This is an optimization exercise on Yosys and OpenROAD, whose aim is small area and a short achievable clock period, not a production implementation. RTL that was checked went through simulation tests only; none was proved equivalent to the original.

==> nickel: inputs <==
Design SIMD, start of the top module:
module SIMD(clk,rst,opcode,funct3,funct7,rd_data1,rd_data2,rd_data3,w_add,immed,instrc_add,wr_add,wr_data);
export LEC_CHECK = 0
export CAP_MARGIN = 20
export CORE_MARGIN = 2
export CORE_UTILIZATION = 60
export SETUP_SLACK_MARGIN = 4
export SLEW_MARGIN = 20
export SYNTH_HIERARCHICAL = 1
export SYNTH_MINIMUM_KEEP_SIZE = 0
create_clock -name core_clock -period 10.6 [get_ports {clk}]
standard.sh (not shown) runs the stock make flow with config.mk's settings and CLKGATE_MAP_FILE= SYNTH_SCRIPT=/design/flow/synth_recipe.tcl, a recipe that flattens the netlist after the stock synthesis.
==> flow/flow/run.sh <==
#!/bin/bash
# The standard layout, with one change: the port buffers that placement
# inserts start as buf_1 instead of the default delay buffer (the resizer
# still sizes them as timing needs). Synthesis is the standard one, unchanged.
set -e
bash standard.sh synth > synth.log 2>&1
export BUFFER_PORTS_ARGS="-buffer_cell sky130_fd_sc_hd__buf_1"
bash standard.sh > layout.log 2>&1
==> pepper (differences from nickel) <==
--- a/flow/design.v
+++ b/flow/design.v
@@ -32,16 +32,16 @@
 wire lov = op_add | op_sub | op_mul | op_madd;    
 wire hiv = op_mulh | op_maddh;                    
 wire [15:0] imm = {{4{immed[10]}}, immed};
 wire [3:0] k = imm[3:0];
 wire shz = |imm[15:4];                            
 wire k0 = (k == 4'd0);
 wire lg = op_and | op_or | op_xor | op_not;
-wire sel_lo16 = lg | (m16 & lov) | (shl & ~shz) | (shr & k0 & ~shz);
-wire sel_hi16 = (m16 & hiv) | (shr & ~k0 & ~shz);
+wire sel_lo16 = lg | (m16 & lov) | shl | (shr & k0);
+wire sel_hi16 = (m16 & hiv) | (shr & ~k0);
 wire ar = opcode[3];                   
 wire bmul = opcode[6] | funct7[6];     
 wire blog = funct7[4] | funct7[3];     
 wire addsub = ar & ~bmul & ~blog;
 wire sub = addsub & funct7[5];
 wire sgn = ar & ~opcode[6] & funct7[6] & funct7[1];    
 wire s4 = sgn & funct3[2];
@@ -54,16 +54,16 @@
 wire i_8 = s8;
 wire i_8_16 = s8 | s16;
 wire u0 = sub;
 wire u8 = sub & funct3[2];
 wire u16 = sub & ~funct3[0];
 wire [15:0] a = rd_data1;
 wire [15:0] kd = 16'h0001 << k;
-wire shsel_l = ~ar & ~(opcode[6] & opcode[5]);
-wire shsel_r = ~ar & opcode[6] & opcode[5];
+wire shsel_l = ~ar & ~shz & ~(opcode[6] & opcode[5]);
+wire shsel_r = ~ar & ~shz & opcode[6] & opcode[5];
 wire [15:0] bsh = ({16{shsel_l}} & kd) | ({16{shsel_r}} & {kd[1], kd[2], kd[3], kd[4], kd[5], kd[6], kd[7], kd[8], kd[9], kd[10], kd[11], kd[12], kd[13], kd[14], kd[15], kd[0]});
 wire [15:0] lane1 = {3'b000, funct3[2], 3'b000, ~funct3[0], 3'b000, funct3[2], 4'b0001};
 wire [15:0] b = ({16{ar & bmul}} & rd_data2) | ({16{addsub}} & lane1) | bsh;
 wire [15:0] b8 = b & {16{~funct3[2] | ~ar}};
 wire [15:0] b16 = b & {16{funct3[0] | ~ar}};
 wire [15:0] csrc = ({16{ar & opcode[6]}} & rd_data3) | ({16{addsub}} & (rd_data2 ^ {16{funct7[5]}}));
 wire [31:0] cc = {4'h0,
==> flow/run.sh (new file) <==
#!/bin/bash
# synth_recipe.tcl (not shown) runs the flow's synth.tcl, then flattens the netlist and writes it again
# the make line also repeats each setting of config.mk as NAME=value (left out here)
make -C /OpenROAD-flow-scripts/flow DESIGN_CONFIG=/design/flow/config.mk WORK_HOME=/design/flow/orfs CLKGATE_MAP_FILE= SYNTH_SCRIPT=/design/flow/synth_recipe.tcl finish
removed: flow/flow/run.sh
removed: flow/standard.sh
==> amber (differences from nickel) <==
Settings changed: SETUP_SLACK_MARGIN 4 to 5.
==> flow_metrics.env <==
export IMPL_status="no timing/DRC/antenna violations"
export IMPL_worstPathMaxFanout=62
export IMPL_multi_input_area_share_pct=76.77
export IMPL_grtUsageTotal_pct=41.99
export IMPL_clock_area_share_pct=2.127
export IMPL_skew_ns=0.007389
export IMPL_cp_num_cells=15
export IMPL_grtUsageMet2_pct=60.72
export IMPL_drt_pass1_iter_count=6
export IMPL_syn_to_final_growth_pct=10.14
export IMPL_synth_compound_area_share_pct=9.772
export IMPL_vias_per_cell=6.473
export IMPL_grt_use_met1_pct=56.66
-- figures above: nickel

==> flow_metrics.env <==
export IMPL_status="no timing/DRC/antenna violations"
export IMPL_worstPathMaxFanout=6
export IMPL_synth_compound_area_share_pct=10.27
export IMPL_syn_to_final_growth_pct=20.09
export IMPL_multi_input_area_share_pct=72.80
export IMPL_grtUsageTotal_pct=41.31
export IMPL_clock_area_share_pct=1.764
export IMPL_drt_pass1_iter_count=5
export IMPL_skew_ns=0.003846
export IMPL_cp_num_cells=17
export IMPL_vias_per_cell=6.578
export IMPL_grt_use_met1_pct=54.75
export IMPL_grtUsageMet2_pct=62.86
-- figures above: pepper

==> flow_metrics.env <==
export IMPL_syn_to_final_growth_pct=26.80
export IMPL_setup_ws_ns=4.397
export IMPL_drt_pass1_iter_count=6
export IMPL_status="no timing/DRC/antenna violations"
export IMPL_grtUsageTotal_pct=43.62
export IMPL_grt_use_met1_pct=53.43
export IMPL_multi_input_area_share_pct=73.66
export IMPL_cp_num_cells=16
export IMPL_clock_area_share_pct=1.878
export IMPL_synth_compound_area_share_pct=9.772
export IMPL_grtUsageMet2_pct=64.62
export IMPL_pg_clk_w=0.000329
-- figures above: amber

Function not checked in nickel and amber: the RTL went through the layout flow alone.

* * *

==> run a: inputs <==
Another version of the RTL of SIMD (not shown whole).
Settings: LEC_CHECK=0, CAP_MARGIN=20, CORE_MARGIN=2, CORE_UTILIZATION=40, SETUP_SLACK_MARGIN=5, SLEW_MARGIN=20, SYNTH_HIERARCHICAL=1, SYNTH_MINIMUM_KEEP_SIZE=0; clock period 10.6 ns.
run.sh (not shown) runs the stock make flow with config.mk's settings and CLKGATE_MAP_FILE= SYNTH_SCRIPT=/design/flow/synth_recipe.tcl, a recipe that flattens the netlist after the stock synthesis.
Stock flow here: none of the scripts above is used.
==> run b: changes against run a <==
--- a/flow/config.mk
+++ b/flow/config.mk
@@ -10,3 +10,3 @@
 export CORE_UTILIZATION = 40
-export SETUP_SLACK_MARGIN = 5
+export SETUP_SLACK_MARGIN = 4
 export SLEW_MARGIN = 20
==> summary.txt <==
Run status
  • Outcome: no timing/DRC/antenna violations

Worst setup path
  • CP bufs+invs: 3

Route
  • Metal2 WL: 23090 µm
  • DRT Wirelength: about 52000 µm
  • Via/cell ratio: between 5 and 6

Finish
  • Syn-to-layout area delta: 29.57%
  • Share of cells above drive strength 1: 24.13%
  • Non-filler cells in the finished layout: 2042
  • Net count reported at finish: 2006

GRT
  • First-pass GRT wire length: approximately 76000 µm

STA
  • Fmax: 146.6 MHz
The numbers above come from run b.

==> summary.txt <==
Route
  • DRT Wirelength: 52140 µm
  • Via/cell ratio: 5.851
  • Metal2 WL: ~23000 µm

GRT
  • First-pass GRT wire length: 77100 µm
  • GR Layer Usage met3: around 5.8%

Place
  • Port-buffer cells: 109

Finish
  • Syn-to-layout area delta: 32.99%
  • Register Area: 0.001642 mm²
  • Net count reported at finish: 2029
  • Share of cells above drive strength 1: about 28%
  • Core Util, Final: 53.75%
  • Data buffer area share: approximately 14%
  • Non-filler cells in the finished layout: 2067

Run status
  • Outcome: no timing/DRC/antenna violations

Synth
  • Adder-cell share of the synthesized area: around 45%

Worst setup path
  • CP bufs+invs: 2
  • Critical path's slowest cell: clkdlybuf4s50_1

STA
  • Fmax: about 150 MHz
The numbers above come from run a.

No run of this note included a check of the RTL's function; only the layout flow was run.

-- what the ideal ports hide --
No port has a modelled driver above. Below, the same layouts with a new extraction and two added sets of constraints. Step 1: set_driving_cell puts a clkbuf_16 on clk and a buf_2 on each other input, an assumption about the parent block. Step 2 moves the port delays by t, midway between the first and last clock arrival at a register: inputs arrive t later, outputs are due t later. That takes back most of the time a late clock gives input paths. Slacks: ideal ports / drivers / drivers and shift; pairs: ideal ports / drivers.
| run | t (ns) | setup slack, ns | worst hold slack (ns) | worst setup path at the end |
|---|---|---|---|---|
| nickel | 0.393 | 4.055 / 4.078 / 3.685 | 0.484 / 0.484 / 0.484 | input to register |
| pepper | 0.394 | 4.010 / 4.039 / 3.645 | 0.494 / 0.494 / 0.494 | input to register |
| amber | 0.391 | 4.397 / 4.354 / 3.963 | 0.473 / 0.473 / 0.473 | input to register |
| run a | 0.391 | 3.723 / 3.746 / 3.355 | 0.488 / 0.488 / 0.488 | input to register |
| run b | 0.386 | 3.779 / 3.771 / 3.386 | 0.484 / 0.484 / 0.484 | input to register |
After both steps every run listed still meets setup and hold. The setup slack of amber, which loses most, moves by -0.043 ns with the drivers and by -0.434 ns with both steps.
